Context: an optimization exercise on an open-source flow, tuned for small area and a short achievable clock period. The choices shown serve that exercise and are no tape-out recipe. No functional check of the RTL was part of this run. Power figures rest on the tool's default switching activity, not on a simulated workload.

<file path="design.v">
`timescale 1ns / 1ps
module MUL6_FA (input a, input b, input c, output s, output co);
  assign s = a ^ b ^ c;
  assign co = (a & b) | (a & c) | (b & c);
endmodule
module MUL6_HA (input a, input b, output s, output co);
  assign s = a ^ b;
  assign co = a & b;
endmodule
`timescale 1ns / 1ps
module NEURON(Clock, SignA, SignB, SignC, SignD, ExponentA, ExponentB, ExponentC, ExponentD, MantissaA, MantissaB, MantissaC, MantissaD, SignOut, ExponentOut, MantissaOut, SignOut1, ExponentOut1, MantissaOut1, SignOut2, ExponentOut2, MantissaOut2);
input Clock;
input SignA;
input SignB;
input SignC;
input SignD;
input [4:0] ExponentA;
input [4:0] ExponentB;
input [4:0] ExponentC;
input [4:0] ExponentD;
input [5:0] MantissaA;
input [5:0] MantissaB;
input [5:0] MantissaC;
input [5:0] MantissaD;
output SignOut, SignOut1, SignOut2;
output [4:0] ExponentOut, ExponentOut1, ExponentOut2;
output [5:0] MantissaOut, MantissaOut1, MantissaOut2;
wire [5:0] e1, e2;
wire [4:1] k1, k2;
MUL6_HA ea0 (ExponentA[0], ExponentB[0], e1[0], k1[1]);
MUL6_HA ec0 (ExponentC[0], ExponentD[0], e2[0], k2[1]);
genvar i;
generate for (i = 1; i < 5; i = i + 1) begin : eadd
  if (i < 4) begin : mid
    MUL6_FA ea (ExponentA[i], ExponentB[i], k1[i], e1[i], k1[i+1]);
    MUL6_FA ec (ExponentC[i], ExponentD[i], k2[i], e2[i], k2[i+1]);
  end else begin : top
    MUL6_FA ea (ExponentA[i], ExponentB[i], k1[i], e1[i], e1[5]);
    MUL6_FA ec (ExponentC[i], ExponentD[i], k2[i], e2[i], e2[5]);
  end
end endgenerate
reg [5:0] r_ma, r_mb, r_mc, r_md;
reg [5:0] r_e1, r_e2;    
reg r_t1, r_t2;          
always @(posedge Clock) begin
  r_ma <= MantissaA; r_mb <= MantissaB; r_mc <= MantissaC; r_md <= MantissaD;
  r_e1 <= e1;
  r_e2 <= e2;
  r_t1 <= SignA ~^ SignB;
  r_t2 <= SignC ~^ SignD;
end
wire [6:0] xd = {1'b0, r_e1} + {1'b0, ~r_e2};
wire e1_gt = xd[6];
wire e_eq = &xd[5:0];
wire e2_gt = ~e1_gt & ~e_eq;
wire [5:0] xd1 = xd[5:0] + 6'd1;
wire [5:0] ediff = e1_gt ? xd1 : ~xd[5:0];
wire [3:0] dsat = ediff[3:0] | {4{ediff[5] | ediff[4]}};
wire [11:0] p1, p2;
genvar q, gi, gj;
generate for (q = 0; q < 2; q = q + 1) begin : mul
  wire [5:0] a = q ? r_mc : r_ma;
  wire [5:0] b = q ? r_md : r_mb;
  wire [11:0] p;
  wire [5:0] pp [0:5];
    for (gi = 0; gi < 6; gi = gi + 1) begin : pi
      for (gj = 0; gj < 6; gj = gj + 1) begin : pj
        assign pp[gi][gj] = a[gi] & b[gj];
      end
    end
  wire s1_4, c1_4, s1_5a, c1_5a, s1_5b, c1_5b, s1_6a, c1_6a, s1_6b, c1_6b, s1_7, c1_7;
  MUL6_HA h14 (pp[0][4], pp[1][3], s1_4, c1_4);
  MUL6_FA f15 (pp[0][5], pp[1][4], pp[2][3], s1_5a, c1_5a);
  MUL6_HA h15 (pp[3][2], pp[4][1], s1_5b, c1_5b);
  MUL6_FA f16 (pp[1][5], pp[2][4], pp[3][3], s1_6a, c1_6a);
  MUL6_HA h16 (pp[4][2], pp[5][1], s1_6b, c1_6b);
  MUL6_FA f17 (pp[2][5], pp[3][4], pp[4][3], s1_7, c1_7);
  wire s2_3, c2_3, s2_4, c2_4, s2_5, c2_5, s2_6, c2_6, s2_7, c2_7, s2_8, c2_8;
  MUL6_HA h23 (pp[0][3], pp[1][2], s2_3, c2_3);
  MUL6_FA f24 (pp[2][2], pp[3][1], pp[4][0], s2_4, c2_4);
  MUL6_FA f25 (pp[5][0], c1_4, s1_5a, s2_5, c2_5);
  MUL6_FA f26 (c1_5a, c1_5b, s1_6a, s2_6, c2_6);
  MUL6_FA f27 (pp[5][2], c1_6a, c1_6b, s2_7, c2_7);
  MUL6_FA f28 (pp[3][5], pp[4][4], pp[5][3], s2_8, c2_8);
  wire s3_2, c3_2, s3_3, c3_3, s3_4, c3_4, s3_5, c3_5, s3_6, c3_6, s3_7, c3_7, s3_8, c3_8, s3_9, c3_9;
  MUL6_HA h32 (pp[0][2], pp[1][1], s3_2, c3_2);
  MUL6_FA f33 (pp[2][1], pp[3][0], s2_3, s3_3, c3_3);
  MUL6_FA f34 (s1_4, c2_3, s2_4, s3_4, c3_4);
  MUL6_FA f35 (s1_5b, c2_4, s2_5, s3_5, c3_5);
  MUL6_FA f36 (s1_6b, c2_5, s2_6, s3_6, c3_6);
  MUL6_FA f37 (s1_7, c2_6, s2_7, s3_7, c3_7);
  MUL6_FA f38 (c1_7, c2_7, s2_8, s3_8, c3_8);
  MUL6_FA f39 (pp[4][5], pp[5][4], c2_8, s3_9, c3_9);
  wire c2, c3, c4, c5;
  assign p[0] = pp[0][0];
  MUL6_HA a1 (pp[0][1], pp[1][0], p[1], c2);
  MUL6_FA a2 (s3_2, pp[2][0], c2, p[2], c3);
  MUL6_FA a3 (s3_3, c3_2, c3, p[3], c4);
  MUL6_FA a4 (s3_4, c3_3, c4, p[4], c5);
  wire [5:0] xa = {pp[5][5], s3_9, s3_8, s3_7, s3_6, s3_5};
  wire [5:0] xb = {c3_9, c3_8, c3_7, c3_6, c3_5, c3_4};
  wire xci = c5;
  wire [5:0] xp = xa ^ xb;
  wire [5:0] xg = xa & xb;
  wire xG_0_m1 = xg[0] | (xp[0] & xci);
  wire xG_2_1 = xg[2] | (xp[2] & xg[1]);
  wire xP_2_1 = xp[2] & xp[1];
  wire xG_1_m1 = xg[1] | (xp[1] & xG_0_m1);
  wire xG_2_m1 = xG_2_1 | (xP_2_1 & xG_0_m1);
  wire xG_4_3 = xg[4] | (xp[4] & xg[3]);
  wire xP_4_3 = xp[4] & xp[3];
  wire xG_5_3 = xg[5] | (xp[5] & xG_4_3);
  wire xP_5_3 = xp[5] & xP_4_3;
  wire xG_3_m1 = xg[3] | (xp[3] & xG_2_m1);
  wire xG_4_m1 = xG_4_3 | (xP_4_3 & xG_2_m1);
  wire xG_5_m1 = xG_5_3 | (xP_5_3 & xG_2_m1);
  assign p[0+5] = xp[0] ^ xci;
  assign p[1+5] = xp[1] ^ xG_0_m1;
  assign p[2+5] = xp[2] ^ xG_1_m1;
  assign p[3+5] = xp[3] ^ xG_2_m1;
  assign p[4+5] = xp[4] ^ xG_3_m1;
  assign p[5+5] = xp[5] ^ xG_4_m1;
  assign p[11] = xG_5_m1;
end endgenerate
assign p1 = mul[0].p;
assign p2 = mul[1].p;
reg [3:0] r_d;           
reg [11:0] r_x, r_y;
reg [3:0] r_amt;
reg r_swp;
always @(posedge Clock) begin
  r_d <= dsat;
  r_x <= e2_gt ? p1 : p2;
  r_y <= e2_gt ? p2 : p1;
  r_amt <= r_d & {4{e1_gt | e2_gt}};
  r_swp <= e2_gt;
end
wire [11:0] ma = r_y;
wire [11:0] mb = r_x >> r_amt;
wire same = r_t1 ~^ r_t2;
wire inv = ~same;
wire [11:0] bb = mb ^ {12{inv}};
wire [11:0] p = ma ^ bb;
wire [11:0] g = ma & bb;
wire g10 = g[1] | p[1] & g[0],    p10 = p[1] & p[0];
wire g32 = g[3] | p[3] & g[2],    p32 = p[3] & p[2];
wire g54 = g[5] | p[5] & g[4],    p54 = p[5] & p[4];
wire g76 = g[7] | p[7] & g[6],    p76 = p[7] & p[6];
wire g98 = g[9] | p[9] & g[8],    p98 = p[9] & p[8];
wire gba = g[11] | p[11] & g[10], pba = p[11] & p[10];
wire g30 = g32 | p32 & g10,       p30 = p32 & p10;
wire g74 = g76 | p76 & g54,       p74 = p76 & p54;
wire gb8 = gba | pba & g98,       pb8 = pba & p98;
wire g50 = g54 | p54 & g30,       p50 = p54 & p30;
wire g70 = g74 | p74 & g30,       p70 = p74 & p30;
wire gb0 = gb8 | pb8 & g70;        
wire g60 = g[6] | p[6] & g50,     p60 = p[6] & p50;
wire g80 = g[8] | p[8] & g70,     p80 = p[8] & p70;
wire g90 = g98 | p98 & g70,       p90 = p98 & p70;
wire ga0 = g[10] | p[10] & g90,   pa0 = p[10] & p90;
wire ci = inv & gb0;
wire [11:6] cc;
assign cc[6]  = g50 | p50 & ci;
assign cc[7]  = g60 | p60 & ci;
assign cc[8]  = g70 | p70 & ci;
assign cc[9]  = g80 | p80 & ci;
assign cc[10] = g90 | p90 & ci;
assign cc[11] = ga0 | pa0 & ci;
wire flip = inv & ~gb0;
wire [5:0] su = p[11:6] ^ cc[11:6];
wire [5:0] m = su ^ {6{flip}};
wire c = gb0;
wire [11:0] kl = ma | mb;
wire zsub = p50 & p[6] & p[7] & pb8;    
wire z = inv ? zsub : (~p[0] & (p[11:1] == kl[10:0]));
wire ta = r_swp ? r_t2 : r_t1;   
wire tb = r_swp ? r_t1 : r_t2;   
wire s = same ? r_t1 : ((c | (r_swp & zsub)) ? ta : tb);
wire [5:0] E = e1_gt ? r_e1 : r_e2;
wire ge33 = E[5] & |E[4:0];
wire ge32 = E[5];
wire ge31 = E[5] | &E[4:0];
wire ge30 = E[5] | &E[4:1];
wire ge29 = E[5] | (&E[4:2] & (E[1] | E[0]));
wire ge28 = E[5] | &E[4:2];
wire e0 = ~|E;
wire zero = ~s & e0 & z;
wire eq32 = ge32 & ~ge33;
wire eq31 = ge31 & ~ge32;
wire eq30 = ge30 & ~ge31;
wire eq29 = ge29 & ~ge30;
wire eq28 = ge28 & ~ge29;
wire m432 = &m[4:2];
wire m54 = &m[5:4];
reg q_s, q_sn;
reg [5:0] q_m;
reg [4:0] q_e;
reg t_z, t_32, t_a, t_b, t_30, t_29, t_28, t_el;    
reg s_33, s_32, s_c, s_d, s_30, s_el;               
always @(posedge Clock) begin
  q_s <= s;
  q_sn <= ~s;
  q_m <= m;
  q_e <= E[4:0];
  t_z <= zero;
  t_32 <= ge32;
  t_a <= eq31 & m[5];
  t_b <= eq31 & ~m[5];
  t_30 <= eq30;
  t_29 <= eq29;
  t_28 <= eq28;
  t_el <= ~ge28 & ~zero;
  s_33 <= ge33;
  s_32 <= eq32;
  s_c <= eq31 & m432;
  s_d <= (eq31 & ~m432) | (eq30 & m54);
  s_30 <= eq30 & ~m54;
  s_el <= ~ge30 & ~zero;
end
assign SignOut = q_s;
assign ExponentOut = {1'b0, ~t_z, t_32 | t_a | t_b | t_30 | t_29 | t_28, t_32 | t_a | t_b | t_30 | t_el, t_32 | t_29 | t_el};
assign MantissaOut = {t_a | t_b | t_30, t_a | t_29 | t_28, t_a | t_b | t_29 | t_28 | t_el, t_b | t_28, t_28, t_30 & q_sn};
assign SignOut1 = 1'b1;
assign ExponentOut1 = {1'b0, ~(q_sn & s_33), ~(q_sn & (s_33 | s_32)), t_z | q_s | s_32,
                       (q_sn & (s_32 | s_d | s_30 | s_el)) | (q_s & s_33)};
assign MantissaOut1 = {(q_sn & s_el) | (q_s & (s_32 | s_c | s_d)),
                       s_c | s_30 | (q_sn & s_el) | (q_s & s_32),
                       (q_sn & s_30) | (q_s & s_32),
                       s_el | (q_s & s_30),
                       q_s & (s_32 | s_el),
                       q_sn & s_d};
assign SignOut2 = q_s;
assign ExponentOut2 = q_s ? q_e : 5'd0;
assign MantissaOut2 = q_s ? q_m : 6'd0;
endmodule
</file>
<file path="flow/run.sh">
#!/bin/bash
# The standard layout, with plain buf_1 cells as port buffers and timing
# repair aiming below the clock period (paths with less than SETUP_SLACK_MARGIN
# ns of slack are repaired).
set -euo pipefail
export BUFFER_PORTS_ARGS="-buffer_cell sky130_fd_sc_hd__buf_1"
export SETUP_SLACK_MARGIN=7.3
bash standard.sh > standard_flow.log 2>&1
</file>
<file path="standard.sh">
#!/bin/bash
# synth_recipe.tcl (not shown) runs the flow's synth.tcl, then flattens the netlist and writes it again
# the make line also repeats each setting of config.mk as NAME=value (left out here)
make -C /OpenROAD-flow-scripts/flow DESIGN_CONFIG=/design/flow/config.mk WORK_HOME=/design/flow/orfs CLKGATE_MAP_FILE= SYNTH_SCRIPT=/design/flow/synth_recipe.tcl "${@:-finish}"
</file>
<file path="config.mk">
export PLATFORM = sky130hd
export DESIGN_NAME = NEURON
export DESIGN_NICKNAME = NEURON
export VERILOG_FILES = /design/flow/design.v
export SDC_FILE = /design/flow/constraint.sdc
export NUM_CORES = 4
export LEC_CHECK = 0
export CAP_MARGIN = 20
export CORE_MARGIN = 2
export CORE_UTILIZATION = 55
export CTS_BUF_LIST = sky130_fd_sc_hd__clkbuf_8
export SLEW_MARGIN = 20
export SYNTH_HIERARCHICAL = 1
export TNS_END_PERCENT = 5
</file>
<file path="constraint.sdc">
create_clock -name core_clock -period 11.0 [get_ports {Clock}]
set_input_delay 2.2000 -clock core_clock [delete_from_list [all_inputs] [get_ports {Clock}]]
set_output_delay 2.2000 -clock core_clock [all_outputs]
set_load 0.01 [all_outputs]
</file>
==> out/results.txt <==
Register share of total power - 30.4%
Crit. End Element - output pin
Core area - 11910 µm²
Final Hold Viols - 0
Required @ worst endpoint - 8.80 ns
Min-delay worst type - flop to flop
Yosys Warn Count - 7
Fin cells - 874
Buffers added on ports - 81
Dominant cell type by area after synthesis - dfxtp_1
Drt via density - 5.388
Ys async rst share - 0%
Dpl cells - 846
Mean Syn Cell Area - 10.44 µm²
Initial antenna violation count - 0
Final period util - 34.55%
NumNets Final - 865
Max incr delay on CP - 0.39 ns
Num Clock Sinks - 98
Post-DP HPWL - 10720 µm
WP depth - 3
GRT Residual Overflow - 0
Drt wl/cell - 15.29 µm
Reg2reg path depth - 11
Comb pwr share - 55.1%
CP Data Arrival Time - 1.60 ns
Total number of vias - 4709
Row Count - 40
# diodes - 0
Htree depth - 3
Int Pwr - 0.001067 W
Synth Flop Type - dfxtp_1
Final Max Tran Viols - 0
Largest net degree at the start of global routing - 26
Clock Power Share - 14.5%
Initial core utilization - 55.74%
All-Layer GR Usage - 21.45%
CTS tree - built
Clk_skew - 0.01181 ns
Max VDD drop - 80.20 µV
Share of layout cells above drive strength 1 - 13.20%
Hold Crit Depth - 1
Crit Path Class - flop to output pin
Residual DRC - 0
Die width - 113.9 µm
Number of synthesized register bits - 98
CTS root buf - clkbuf_8
Top-area cell type share of the netlist area - 29.55%
CTS max path bufs - 2
Total of max-cap violations - 0
Slew headroom - 53.23%
Worst setup SP type - flop
P_leak - 3.294 nW
RSZ-0062 raised after global routing - yes
CP top delay family - simple AND/OR/NAND/NOR gates
P per Cell Area - 242.0 nW/µm²
F_max - 0.2632 GHz
Register area share after synthesis - 29.55%
Status - complete, no violations
Full die area - 12970 µm²
Routed wire length - 13370 µm
Yosys cell types - 73
Area delta synth->final - 13.02%
Die H - 113.9 µm
Setup tns final - 0 ns
Sw Ratio - 41.26%
Worst skew pair latency - 0.38 ns
Synth area leaders - dfxtp_1, fa_1, and2_1
Syn Inst Count - 636
NetSw - 0.0007493 W
Routability cong. - 0.8824
First-pass GRT wire length - 21990 µm
Number of top-level pins - 85
Post-synth EDFFs - 0
Crit path buffers/inverters - 1
Critical-path top delay cell - or4_1
Clk slew on worst S/H paths - 0.09 ns
Synthesized cell area - 6639 µm²
Router iterations before antenna repair - 4
Final ANT Viol Nets - 0
Tmin final - 3.800 ns
Worst slew pin tran - 0.7015 ns
Critical path peak fanout - 3
DRT iter0 DRCs - 183
Final setup viols - 0
Worst-path cell chain - or3_4 > or4_1 > clkbuf_2
Number of global-route vias before repair - 4712
TritonCTS Buffers - 9
Yosys stat by module, one instance, submodules excluded:
module,cell area (µm²),flip-flops and latches
MUL6_HA,12.51,0
NEURON,5583,98
MUL6_FA,20.02,0
kinds of logic (layout without fill, tap and decap cells):
logic type               after synthesis  count (layout)  share of synthesized area [%]
buffers and inverters                 54             144                          3.920
flip-flops                            98              98                          29.55
XOR/XNOR                              43              43                          6.182
multiplexers                          55              55                          10.27
other                                  2               3                         0.1131
adder cells (fa/ha/maj)               94              94                          23.48
AND/OR/NAND/NOR                      200             200                          16.85
AO/OA/AOI/OAI                         90              90                          9.631
power by group through the flow:
stage | combinational (W) | sequential, W | clock (W)
2_1_floorplan | 0.000755 | 0.000505 | 0
3_3_place_gp | 0.000874 | 0.000558 | 0
3_5_place_dp | 0.000893 | 0.000562 | 0
4_1_cts | 0.000925 | 0.000547 | 0.000273
5_1_grt | 0.00110 | 0.000567 | 0.000286
6_report | 0.00100 | 0.000552 | 0.000264
path summary, 6_finish.rpt:
path	startpoint	endpoint	slack [ns]
worst max register to register	r_mc[0]$_DFF_P_	r_x[8]$_DFF_P_	7.26
worst min register to register	r_d[3]$_DFF_P_	r_amt[3]$_DFF_P_	0.43
worst min-delay path	r_d[3]$_DFF_P_	r_amt[3]$_DFF_P_	0.43
worst max-delay path	t_30$_DFF_P_	ExponentOut[2]	7.20
repair_timing:
action	4_1_cts	5_1_grt
setup endpoints to repair	28	44
hold buffers	0	0
pin swaps	1	10
resized for setup	9	29
buffers inserted	4	8
per-stage QoR:
stage / cell area, µm² / util, % / hold slack [ns] / total power [W] / setup slack, ns
5_1_grt: 7503 / 62.99 / 0.4452 / 0.001955 / 7.114
2_1_floorplan: 6658 / - / 0.4057 / 0.001260 / 7.059
3_5_place_dp: 7020 / 58.94 / 0.4123 / 0.001455 / 6.492
3_3_place_gp: 7020 / 58.94 / 0.4099 / 0.001433 / 6.640
6_report: 7503 / 62.99 / 0.4323 / 0.001816 / 7.200
4_1_cts: 7307 / 61.34 / 0.4357 / 0.001745 / 7.168
cells in the final DEF, fill, tap and decap left out, types with 3 or more instances in the layout:
| cell type | count |
|---|---|
| nand2_1 | 38 |
| and2_1 | 89 |
| a21o_1 | 15 |
| a211oi_1 | 6 |
| nor4_1 | 3 |
| nor2_1 | 19 |
| a21oi_1 | 14 |
| fa_2 | 6 |
| a21oi_2 | 4 |
| nand2b_1 | 3 |
| mux2i_1 | 23 |
| nand3_1 | 8 |
| o21ai_0 | 13 |
| or3_1 | 4 |
| xor2_1 | 10 |
| clkbuf_8 | 9 |
| buf_1 | 80 |
| dfxtp_1 | 95 |
| buf_4 | 11 |
| mux4_2 | 8 |
| fa_1 | 45 |
| mux2_2 | 11 |
| o21bai_1 | 3 |
| inv_6 | 3 |
| and3_1 | 4 |
| ha_1 | 42 |
| a31oi_1 | 4 |
| mux2_1 | 9 |
| inv_1 | 34 |
| conb_1 | 3 |
| nor2b_1 | 5 |
| xnor2_1 | 28 |
| nor3_1 | 7 |
sequential cells by signal, indices dropped and copies added, names as in the netlist, 4 cells and up:
name   cells
r_amt      4
r_mb       6
q_e        5
r_e2       6
r_x       12
r_y       12
q_m        6
r_e1       6
r_mc       6
r_d        4
r_ma       6
r_md       6
synth_stat cells, types with 5 or more instances:
cell type	number
fa_1	51
nor3_1	7
mux2_2	11
inv_1	34
and2_1	89
a21oi_1	16
or3_1	5
nand2_1	39
buf_4	5
o21ai_0	16
dfxtp_1	98
nor2_1	20
clkbuf_1	6
nand3_1	8
nor2b_1	5
ha_1	43
a211oi_1	6
mux2_1	10
mux2i_1	25
xnor2_1	29
mux4_2	8
buf_2	6
xor2_1	11
a21o_1	15
metal layers:
layer | up-vias | part of all wire, % | global-route usage (%)
met2 | 138 | 50 | 37.68
met1 | 2215 | 45 | 26.42
li1 | 2341 | - | -
met4 | 0 | 1.3 | 5.854
met3 | 15 | 4.3 | 5.260
met5 | - | 0 | 0
final cells by class:
class                   count  area (µm²)
flip-flops and latches     98        1971
fillers                  1013        4408
inverters                  34       127.6
multi-input cells         485        4582
clock inverters             7       105.1
clock buffers               9       123.9
well taps                 147       183.9
repair buffers             94       410.4
worst register-to-register path: stages, from the launching register on:
cell and delay [ns]:
dfxtp_1 0.37, and2_1 0.20, fa_1 0.56, fa_1 0.43
fa_1 0.50, inv_1 0.05, fa_1 0.38, inv_1 0.11
a21o_1 0.12, a21o_1 0.15, fa_1 0.46, mux2_1 0.30

static timing again, ports no longer ideal:
The results above use ideal ports. As a check the final layout listed here was re-extracted and re-timed, cells and wires unchanged.
Step 1, drivers: a clkbuf_16 drives Clock and a buf_2 each remaining input, both assumed.
Step 2 moves the port delays by t, midway between the first and last clock arrival at a register: inputs arrive t later, outputs are due t later. That takes back most of the time a late clock gives input paths.
Three values: ideal, step 1, step 2; two values: the first two.
t (ns): 0.407
setup slack, ns: 7.200 / 7.165 / 6.886
cell pins on the clock port's net: 1
After both steps this run still meets setup and hold. The setup slack of this run moves by -0.035 ns with the drivers and by -0.314 ns with both steps.
